Context: an optimization exercise on an open-source flow, tuned for small area and a short achievable clock period. The choices shown serve that exercise and are no tape-out recipe.
In this exercise RTL edits were held to simulation tests only and were not proved equivalent to the original.
No activity file was given, so power comes from the tool's default toggle rates.

==> v29 <==
==> flow/design.v <==
module D_ff(input clk, input reset, input d, output reg q);
	always @ (posedge clk)
	begin
		if(reset==1)
			q<=0;
		else
			q<=d;
	end
endmodule
module register32bits(input clk, input reset, input [31:0] numberIn, output [31:0] numberOut);
	D_ff d0(clk, reset, numberIn[0], numberOut[0]);
	D_ff d1(clk, reset, numberIn[1], numberOut[1]);
	D_ff d2(clk, reset, numberIn[2], numberOut[2]);
	D_ff d3(clk, reset, numberIn[3], numberOut[3]);
	D_ff d4(clk, reset, numberIn[4], numberOut[4]);
	D_ff d5(clk, reset, numberIn[5], numberOut[5]);
	D_ff d6(clk, reset, numberIn[6], numberOut[6]);
	D_ff d7(clk, reset, numberIn[7], numberOut[7]);
	D_ff d8(clk, reset, numberIn[8], numberOut[8]);
	D_ff d9(clk, reset, numberIn[9], numberOut[9]);
	D_ff d10(clk, reset, numberIn[10], numberOut[10]);
	D_ff d11(clk, reset, numberIn[11], numberOut[11]);
	D_ff d12(clk, reset, numberIn[12], numberOut[12]);
	D_ff d13(clk, reset, numberIn[13], numberOut[13]);
	D_ff d14(clk, reset, numberIn[14], numberOut[14]);
	D_ff d15(clk, reset, numberIn[15], numberOut[15]);
	D_ff d16(clk, reset, numberIn[16], numberOut[16]);
	D_ff d17(clk, reset, numberIn[17], numberOut[17]);
	D_ff d18(clk, reset, numberIn[18], numberOut[18]);
	D_ff d19(clk, reset, numberIn[19], numberOut[19]);
	D_ff d20(clk, reset, numberIn[20], numberOut[20]);
	D_ff d21(clk, reset, numberIn[21], numberOut[21]);
	D_ff d22(clk, reset, numberIn[22], numberOut[22]);
	D_ff d23(clk, reset, numberIn[23], numberOut[23]);
	D_ff d24(clk, reset, numberIn[24], numberOut[24]);
	D_ff d25(clk, reset, numberIn[25], numberOut[25]);
	D_ff d26(clk, reset, numberIn[26], numberOut[26]);
	D_ff d27(clk, reset, numberIn[27], numberOut[27]);
	D_ff d28(clk, reset, numberIn[28], numberOut[28]);
	D_ff d29(clk, reset, numberIn[29], numberOut[29]);
	D_ff d30(clk, reset, numberIn[30], numberOut[30]);
	D_ff d31(clk, reset, numberIn[31], numberOut[31]);
endmodule
module signDiffExpo(input [7:0] number1OutExpo, input [7:0] number2OutExpo, output reg [8:0] diffExpo);
	always @ (number1OutExpo or number2OutExpo)
	begin
		diffExpo=number1OutExpo-number2OutExpo;
	end
endmodule
module signToUnsign9(input [8:0] diffExpo, output reg sign, output reg [7:0] absDiff);
	always @ (diffExpo)
	begin
		sign=diffExpo[8];
		absDiff=diffExpo[7:0];
		if (sign==1)
		begin
			absDiff=~absDiff+1;
		end
	end
endmodule
module muxGreaterExpo(input [7:0] number1OutExpo, input [7:0] number2OutExpo, input sign, output reg [7:0] ResultExponent8bits);
	always @ (number1OutExpo or number2OutExpo or sign)
	begin
		case (sign)
			0:
			begin
				ResultExponent8bits=number1OutExpo;
			end
			1:
			begin
				ResultExponent8bits=number2OutExpo;
			end
		endcase
	end
endmodule
module muxInputFrac(input [24:0] in1, input [24:0] in2, input selOp, output reg [24:0] Op);
	always @ (in1 or in2 or selOp)
	begin
		case (selOp)
			0:
			begin
				Op=in1;
			end
			1:
			begin
				Op=in2;
			end
		endcase
	end
endmodule
module shiftRightOp1(input [24:0] tempOp, input [7:0] absDiff, output reg [24:0] shiftOp);
	always @ (tempOp or absDiff)
	begin
		shiftOp=tempOp>>absDiff;
	end
endmodule
module muxSign(input s1, input s2, input selSign, output reg ResultSign);
	always @ (s1 or s2 or selSign)
	begin
		case (selSign)
			0:
			begin
				ResultSign=s1;
			end
			1:
			begin
				ResultSign=s2;
			end
		endcase
	end
endmodule
module unsignToSign26b(input [24:0] in25bUnsigned, input sign, output reg [25:0] out26bSigned);
	always @ (in25bUnsigned or sign)
	begin
		out26bSigned={1'b0, in25bUnsigned};
		if (sign==1)
		begin
			out26bSigned=~out26bSigned+1;
		end
	end
endmodule
module bigALU(input [25:0] ALUin1, input [25:0] ALUin2, output reg [25:0] ALUout);
	always @ (ALUin1 or ALUin2)
	begin
		ALUout=ALUin1+ALUin2;
	end
endmodule
module signToUnsign26(input [25:0] ALUout, output reg sign, output reg [24:0] frac);
	always @ (ALUout)
	begin
		sign=ALUout[25];
		frac=ALUout[24:0];
		if (sign==1)
		begin
			frac=~frac+1;
		end
	end
endmodule
module floatingPointAdder(input [31:0] in1, input [31:0] in2, input clk, input reset, output ResultSign1bit, output [7:0] ResultExponent8bits, output [24:0] ResultFraction25bits);
	wire [31:0] g0 = {1'b0, in2[30:0] & ~in1[30:0]};
	wire [31:0] e0 = {1'b1, ~(in2[30:0] ^ in1[30:0])};
	wire [15:0] g1, e1;
	wire [7:0]  g2, e2;
	wire [3:0]  g3, e3;
	wire [1:0]  g4, e4;
	genvar i;
	generate
		for (i = 0; i < 16; i = i + 1) begin : lv1
			assign g1[i] = g0[2*i+1] | (e0[2*i+1] & g0[2*i]);
			assign e1[i] = e0[2*i+1] & e0[2*i];
		end
		for (i = 0; i < 8; i = i + 1) begin : lv2
			assign g2[i] = g1[2*i+1] | (e1[2*i+1] & g1[2*i]);
			assign e2[i] = e1[2*i+1] & e1[2*i];
		end
		for (i = 0; i < 4; i = i + 1) begin : lv3
			assign g3[i] = g2[2*i+1] | (e2[2*i+1] & g2[2*i]);
			assign e3[i] = e2[2*i+1] & e2[2*i];
		end
		for (i = 0; i < 2; i = i + 1) begin : lv4
			assign g4[i] = g3[2*i+1] | (e3[2*i+1] & g3[2*i]);
			assign e4[i] = e3[2*i+1] & e3[2*i];
		end
	endgenerate
	wire        swap   = g4[1] | (e4[1] & g4[0]);       
	wire        same   = e4[1] & e4[0];                 
	wire        sub    = in1[31] ^ in2[31];
	wire [8:0]  d12    = {1'b0, in1[30:23]} - {1'b0, in2[30:23]};
	wire [7:0]  d21    = in2[30:23] - in1[30:23];
	wire [7:0]  absd   = d12[8] ? d21 : d12[7:0];       
	wire [7:0]  expBig = swap ? in2[30:23] : in1[30:23];
	wire [22:0] fBig   = swap ? in2[22:0] : in1[22:0];
	wire        sBig   = swap ? in2[31] : in1[31];
	wire [23:0] sSm    = {1'b1, swap ? in1[22:0] : in2[22:0]} ^ {24{sub}};
	wire [23:0] l0     = absd[0] ? {sub, sSm[23:1]}        : sSm;
	wire [23:0] l1     = absd[1] ? {{2{sub}}, l0[23:2]}    : l0;
	wire [23:0] l2     = absd[2] ? {{4{sub}}, l1[23:4]}    : l1;
	wire [23:0] l3     = absd[3] ? {{8{sub}}, l2[23:8]}    : l2;
	wire [23:0] l4     = absd[4] ? {{16{sub}}, l3[23:16]}  : l3;
	wire [23:0] sAl    = (absd[7:5] != 0) ? {24{sub}} : l4;
	reg  [7:0]  rExp;
	reg  [22:0] rBig;
	reg  [23:0] rSm;
	reg         rSub, rSign;
	always @(posedge clk) begin
		if (reset) begin
			rExp  <= 8'd0;
			rBig  <= 23'd0;
			rSm   <= 24'h800000;
			rSub  <= 1'b0;
			rSign <= 1'b0;
		end else begin
			rExp  <= expBig;
			rBig  <= fBig;
			rSm   <= sAl;
			rSub  <= sub;
			rSign <= sBig & ~(sub & same);
		end
	end
	assign ResultFraction25bits = {2'b01, rBig} + {rSub, rSm} + {24'd0, rSub};
	assign ResultSign1bit       = rSign;
	assign ResultExponent8bits  = rExp;
endmodule
==> flow/flow/run.sh <==
#!/bin/bash
# Standard layout with two changes: synthesis maps the logic with the ABC script
# in flow/abc_area.script (area-oriented mapping, then gate sizing), and the
# ports get a plain buf_2 as their buffer.
set -e
rm -rf scripts_mod
cp -r "$FLOW_HOME/scripts" scripts_mod
cp flow/abc_area.script scripts_mod/abc_area.script
export BUFFER_PORTS_ARGS="-buffer_cell sky130_fd_sc_hd__buf_2"
SCRIPTS_DIR=$PWD/scripts_mod bash standard.sh synth > synth.log 2>&1
bash standard.sh > standard.log 2>&1
==> flow/flow/abc_area.script <==
strash
dch
map -a
topo
stime -c
buffer -c
upsize -c
dnsize -c
==> flow/standard.sh <==
#!/bin/bash
# synth_recipe.tcl (not shown) runs the flow's synth.tcl, then flattens the netlist and writes it again
# the make line also repeats each setting of config.mk as NAME=value (left out here)
make -C /OpenROAD-flow-scripts/flow DESIGN_CONFIG=/design/flow/config.mk WORK_HOME=/design/flow/orfs CLKGATE_MAP_FILE= SYNTH_SCRIPT=/design/flow/synth_recipe.tcl "${@:-finish}"
==> flow/config.mk <==
export PLATFORM = sky130hd
export DESIGN_NAME = floatingPointAdder
export DESIGN_NICKNAME = floatingPointAdder
export VERILOG_FILES = /design/flow/design.v
export SDC_FILE = /design/flow/constraint.sdc
export NUM_CORES = 4
export LEC_CHECK = 0
export ABC_AREA = 1
export CAP_MARGIN = 20
export CORE_MARGIN = 2
export CORE_UTILIZATION = 40
export CTS_BUF_LIST = sky130_fd_sc_hd__clkbuf_4 sky130_fd_sc_hd__clkbuf_8
export SETUP_SLACK_MARGIN = 5
export SLEW_MARGIN = 20
==> flow/constraint.sdc <==
create_clock -name core_clock -period 11.0 [get_ports {clk}]
set_input_delay 2.2000 -clock core_clock [delete_from_list [all_inputs] [get_ports {clk}]]
set_output_delay 2.2000 -clock core_clock [all_outputs]
set_load 0.01 [all_outputs]
==> v38 (differences from v29) <==
==> flow/design.v, changed modules only <==
module floatingPointAdder(input [31:0] in1, input [31:0] in2, input clk, input reset, output ResultSign1bit, output [7:0] ResultExponent8bits, output [24:0] ResultFraction25bits);
	wire        swap   = in2[30:0] > in1[30:0];           
	wire        same   = in2[30:0] == in1[30:0];
	wire        sub    = in1[31] ^ in2[31];
	wire [7:0]  d12    = in1[30:23] - in2[30:23];
	wire [7:0]  d21    = in2[30:23] - in1[30:23];
	wire [7:0]  absd   = swap ? d21 : d12;
	wire [7:0]  expBig = swap ? in2[30:23] : in1[30:23];
	wire [22:0] fBig   = swap ? in2[22:0] : in1[22:0];
	wire        sBig   = swap ? in2[31] : in1[31];
	wire [23:0] s1     = {1'b1, in1[22:0]} ^ {24{sub}};
	wire [23:0] s2     = {1'b1, in2[22:0]} ^ {24{sub}};
	wire [23:0] sSm    = swap ? s1 : s2;
	wire [23:0] l0     = absd[0] ? {sub, sSm[23:1]}        : sSm;
	wire [23:0] l1     = absd[1] ? {{2{sub}}, l0[23:2]}    : l0;
	wire [23:0] l2     = absd[2] ? {{4{sub}}, l1[23:4]}    : l1;
	wire [23:0] l3     = absd[3] ? {{8{sub}}, l2[23:8]}    : l2;
	wire [23:0] l4     = absd[4] ? {{16{sub}}, l3[23:16]}  : l3;
	wire [23:0] sAl    = (absd[7:5] != 0) ? {24{sub}} : l4;
	reg  [7:0]  rExp;
	reg  [22:0] rBig;
	reg  [23:0] rSm;
	reg         rSub, rSign;
	always @(posedge clk) begin
		if (reset) begin
			rExp  <= 8'd0;
			rBig  <= 23'd0;
			rSm   <= 24'h800000;
			rSub  <= 1'b0;
			rSign <= 1'b0;
		end else begin
			rExp  <= expBig;
			rBig  <= fBig;
			rSm   <= sAl;
			rSub  <= sub;
			rSign <= sBig & ~(sub & same);
		end
	end
	assign ResultFraction25bits = {2'b01, rBig} + {rSub, rSm} + {24'd0, rSub};
	assign ResultSign1bit       = rSign;
	assign ResultExponent8bits  = rExp;
endmodule
==> flow/run.sh (new file) <==
#!/bin/bash
# synth_recipe.tcl (not shown) runs the flow's synth.tcl, then flattens the netlist and writes it again
# the make line also repeats each setting of config.mk as NAME=value (left out here)
make -C /OpenROAD-flow-scripts/flow DESIGN_CONFIG=/design/flow/config.mk WORK_HOME=/design/flow/orfs CLKGATE_MAP_FILE= SYNTH_SCRIPT=/design/flow/synth_recipe.tcl finish
- ABC_AREA: 1 -> unset
- CTS_BUF_LIST: sky130_fd_sc_hd__clkbuf_4 sky130_fd_sc_hd__clkbuf_8 -> unset
- SETUP_SLACK_MARGIN: 5 -> unset
removed: flow/flow/run.sh
removed: flow/flow/abc_area.script
removed: flow/standard.sh
==> v7 (differences from v29) <==
--- a/flow/flow/run.sh
+++ b/flow/flow/run.sh
@@ -8,4 +8,5 @@
 cp flow/abc_area.script scripts_mod/abc_area.script
 export BUFFER_PORTS_ARGS="-buffer_cell sky130_fd_sc_hd__buf_2"
+export SETUP_SLACK_MARGIN=6
 SCRIPTS_DIR=$PWD/scripts_mod bash standard.sh synth > synth.log 2>&1
 bash standard.sh > standard.log 2>&1
- SETUP_SLACK_MARGIN: 5 -> unset
==> comparison <==
In v7 the cell area is smaller than in v38, by about 0.5%.
Power: v7 > v38 > v29.
Clock power: v29 < v7 < v38.
In v29 the non-clock buffer count is higher than in v38, by 3.
The lowest via count belongs to v29, the highest to v38.
Worst setup slack: v29 is higher than v7 (0.045 ns).
Synthesized cell count is the same in v7 and v29.
In v7 the critical path depth is higher than in v38, by 5.

* * *

==> inputs of 12-03 <==
RTL: the design.v shown in full above, as it stands there.
Settings: LEC_CHECK=0, ABC_AREA=1, CAP_MARGIN=20, CORE_MARGIN=2, CORE_UTILIZATION=40, CTS_BUF_LIST=sky130_fd_sc_hd__clkbuf_4 sky130_fd_sc_hd__clkbuf_8, SETUP_SLACK_MARGIN=3, SLEW_MARGIN=20; clock period 11.0 ns.
standard.sh (not shown) runs the stock make flow with config.mk's settings and CLKGATE_MAP_FILE= SYNTH_SCRIPT=/design/flow/synth_recipe.tcl, a recipe that flattens the netlist after the stock synthesis.
==> flow/flow/run.sh <==
#!/bin/bash
# Standard layout with two changes: synthesis maps the logic with the ABC script
# in flow/abc_area.script (area-oriented mapping, then gate sizing), and the
# ports get a plain buf_2 as their buffer.
set -e
rm -rf scripts_mod
cp -r "$FLOW_HOME/scripts" scripts_mod
cp flow/abc_area.script scripts_mod/abc_area.script
export BUFFER_PORTS_ARGS="-buffer_cell sky130_fd_sc_hd__buf_2"
SCRIPTS_DIR=$PWD/scripts_mod bash standard.sh synth > synth.log 2>&1
bash standard.sh > standard.log 2>&1
==> flow/flow/abc_area.script <==
strash
dch
map -a
topo
stime -c
buffer -c
upsize -c
dnsize -c
==> inputs of 03-04, as changes to 12-03 <==
--- a/flow/design.v
+++ b/flow/design.v
@@ -137,67 +137,24 @@
 	end
 endmodule
 module floatingPointAdder(input [31:0] in1, input [31:0] in2, input clk, input reset, output ResultSign1bit, output [7:0] ResultExponent8bits, output [24:0] ResultFraction25bits);
-	wire [31:0] g0 = {1'b0, in2[30:0] & ~in1[30:0]};
-	wire [31:0] e0 = {1'b1, ~(in2[30:0] ^ in1[30:0])};
-	wire [15:0] g1, e1;
-	wire [7:0]  g2, e2;
-	wire [3:0]  g3, e3;
-	wire [1:0]  g4, e4;
-	genvar i;
-	generate
-		for (i = 0; i < 16; i = i + 1) begin : lv1
-			assign g1[i] = g0[2*i+1] | (e0[2*i+1] & g0[2*i]);
-			assign e1[i] = e0[2*i+1] & e0[2*i];
-		end
-		for (i = 0; i < 8; i = i + 1) begin : lv2
-			assign g2[i] = g1[2*i+1] | (e1[2*i+1] & g1[2*i]);
-			assign e2[i] = e1[2*i+1] & e1[2*i];
-		end
-		for (i = 0; i < 4; i = i + 1) begin : lv3
-			assign g3[i] = g2[2*i+1] | (e2[2*i+1] & g2[2*i]);
-			assign e3[i] = e2[2*i+1] & e2[2*i];
-		end
-		for (i = 0; i < 2; i = i + 1) begin : lv4
-			assign g4[i] = g3[2*i+1] | (e3[2*i+1] & g3[2*i]);
-			assign e4[i] = e3[2*i+1] & e3[2*i];
-		end
-	endgenerate
-	wire        swap   = g4[1] | (e4[1] & g4[0]);       
-	wire        same   = e4[1] & e4[0];                 
-	wire        sub    = in1[31] ^ in2[31];
-	wire [8:0]  d12    = {1'b0, in1[30:23]} - {1'b0, in2[30:23]};
-	wire [7:0]  d21    = in2[30:23] - in1[30:23];
-	wire [7:0]  absd   = d12[8] ? d21 : d12[7:0];       
-	wire [7:0]  expBig = swap ? in2[30:23] : in1[30:23];
-	wire [22:0] fBig   = swap ? in2[22:0] : in1[22:0];
-	wire        sBig   = swap ? in2[31] : in1[31];
-	wire [23:0] sSm    = {1'b1, swap ? in1[22:0] : in2[22:0]} ^ {24{sub}};
-	wire [23:0] l0     = absd[0] ? {sub, sSm[23:1]}        : sSm;
-	wire [23:0] l1     = absd[1] ? {{2{sub}}, l0[23:2]}    : l0;
-	wire [23:0] l2     = absd[2] ? {{4{sub}}, l1[23:4]}    : l1;
-	wire [23:0] l3     = absd[3] ? {{8{sub}}, l2[23:8]}    : l2;
-	wire [23:0] l4     = absd[4] ? {{16{sub}}, l3[23:16]}  : l3;
-	wire [23:0] sAl    = (absd[7:5] != 0) ? {24{sub}} : l4;
-	reg  [7:0]  rExp;
-	reg  [22:0] rBig;
-	reg  [23:0] rSm;
-	reg         rSub, rSign;
-	always @(posedge clk) begin
-		if (reset) begin
-			rExp  <= 8'd0;
-			rBig  <= 23'd0;
-			rSm   <= 24'h800000;
-			rSub  <= 1'b0;
-			rSign <= 1'b0;
-		end else begin
-			rExp  <= expBig;
-			rBig  <= fBig;
-			rSm   <= sAl;
-			rSub  <= sub;
-			rSign <= sBig & ~(sub & same);
-		end
-	end
-	assign ResultFraction25bits = {2'b01, rBig} + {rSub, rSm} + {24'd0, rSub};
-	assign ResultSign1bit       = rSign;
-	assign ResultExponent8bits  = rExp;
+	wire [31:0] num1, num2;
+	wire [24:0] tempOp, I1, I2;
+	wire [25:0] ALUin1, ALUin2, ALUOut;
+	wire [8:0] diffExpo;
+	wire [7:0] absDiff;
+	wire sign, signBit0, signBit1;
+	register32bits R1(clk, reset, in1, num1);
+	register32bits R2(clk, reset, in2, num2);
+	signDiffExpo SDE(num1[30:23], num2[30:23], diffExpo);
+	signToUnsign9 STU9(diffExpo, sign, absDiff);
+	muxGreaterExpo MGE(num1[30:23], num2[30:23], sign, ResultExponent8bits);
+	muxInputFrac MIF1({2'b01, num2[22:0]}, {2'b01, num1[22:0]}, sign, tempOp);
+	shiftRightOp1 SRO(tempOp, absDiff, I1);
+	muxInputFrac MIF2({2'b01, num1[22:0]}, {2'b01, num2[22:0]}, sign, I2);
+	muxSign MS1(num2[31], num1[31], sign, signBit0);
+	muxSign MS2(num1[31], num2[31], sign, signBit1);
+	unsignToSign26b UTS1(I1, signBit0, ALUin1);
+	unsignToSign26b UTS2(I2, signBit1, ALUin2);
+	bigALU BA(ALUin1, ALUin2, ALUOut);
+	signToUnsign26 STU26(ALUOut, ResultSign1bit, ResultFraction25bits);
 endmodule
==> flow/run.sh (new file) <==
#!/bin/bash
# synth_recipe.tcl (not shown) runs the flow's synth.tcl, then flattens the netlist and writes it again
# the make line also repeats each setting of config.mk as NAME=value (left out here)
make -C /OpenROAD-flow-scripts/flow DESIGN_CONFIG=/design/flow/config.mk WORK_HOME=/design/flow/orfs CLKGATE_MAP_FILE= SYNTH_SCRIPT=/design/flow/synth_recipe.tcl finish
- ABC_AREA: 1 -> unset
- CTS_BUF_LIST: sky130_fd_sc_hd__clkbuf_4 sky130_fd_sc_hd__clkbuf_8 -> unset
- SETUP_SLACK_MARGIN: 3 -> unset
removed: flow/flow/run.sh
removed: flow/flow/abc_area.script
removed: flow/standard.sh
==> summary of the runs <==
03-04 went through all stages and came out clean. 12-03 completed with no timing, DRC or antenna violations.
The combinational power of 03-04 is 4.1 times that of 12-03.
Between 12-03 and 03-04, the lower flip-flop and latch count is in 12-03 (gap 7).
Of 12-03 and 03-04, 03-04 has the higher worst hold slack (gap 0.32 ns).
In 03-04 the sequential share of layout area is lower than in 12-03, by 7.0 points.
Between 03-04 and 12-03, the lower core utilization is in 12-03 (gap 1.9 points).
Sequential power: 03-04 is higher than 12-03 (about 6%).
==> figures <==
|  | 03-04 | 12-03 |
|---|---|---|
| Status | no timing/DRC/antenna violations | no timing/DRC/antenna violations |
| Compound-Gate Fraction of Synth Area | 25.5% | 28.4% |
| Synth Area in Simple Gates | 32.2% | 15.7% |
| End of the critical path | ResultFraction25bits[23] | ResultFraction25bits[24] |
| Via/cell ratio | 5.97 | 5.12 |
| DPL Wire Length | 24900 µm | 12000 µm |
| Register area share after synthesis | 13.5% | 20.7% |
| Arrival time at the worst endpoint | 8.37 ns | 3.82 ns |
| Portion of netlist area occupied by mux cells | 11.3% | 0.725% |
| Sequential power share | 10.3% | 26.8% |
| Final Wtd Congestion | 0.950 | 0.937 |
| P_comb | 2.01 mW | 488 µW |
| Gate power share | 79.8% | 53.1% |
| Synthesized netlist net count | 1457 | 943 |

==> separate check: timing with driven ports <==
In the flow no input, the clock included, has a driving cell. The finished layouts below were timed again as built, in two steps. Step 1 sets driving cells, clkbuf_16 on the clock port and buf_2 on the other inputs (assumed; they add their load-dependent delay and slew). Step 2 also shifts input and output timing later by t, the mid clock arrival at the registers, as if the neighbouring blocks saw the same clock. a / b / c = ideal ports / drivers / drivers and shift; a / b = the first two.
run | t (ns) | setup WS [ns] | worst register clock-pin slew, ns | worst data-port slew with drivers (ns)
v29 | 0.390 | 5.284 / 5.250 / 4.976 | 0.07 / 0.07 | 0.05
v38 | 0.374 | 4.047 / 4.063 / 3.689 | 0.06 / 0.06 | 0.04
v7 | 0.398 | 5.239 / 5.199 / 5.597 | 0.08 / 0.08 | 0.05
12-03 | 0.390 | 4.975 / 4.941 / 4.639 | 0.07 / 0.07 | 0.05
03-04 | 0.345 | 0.426 / 0.394 / 0.739 | 0.05 / 0.05 | 0.06
After both steps every run listed still meets setup and hold. The setup slack of v38, which loses most, moves by +0.016 ns with the drivers and by -0.358 ns with both steps.
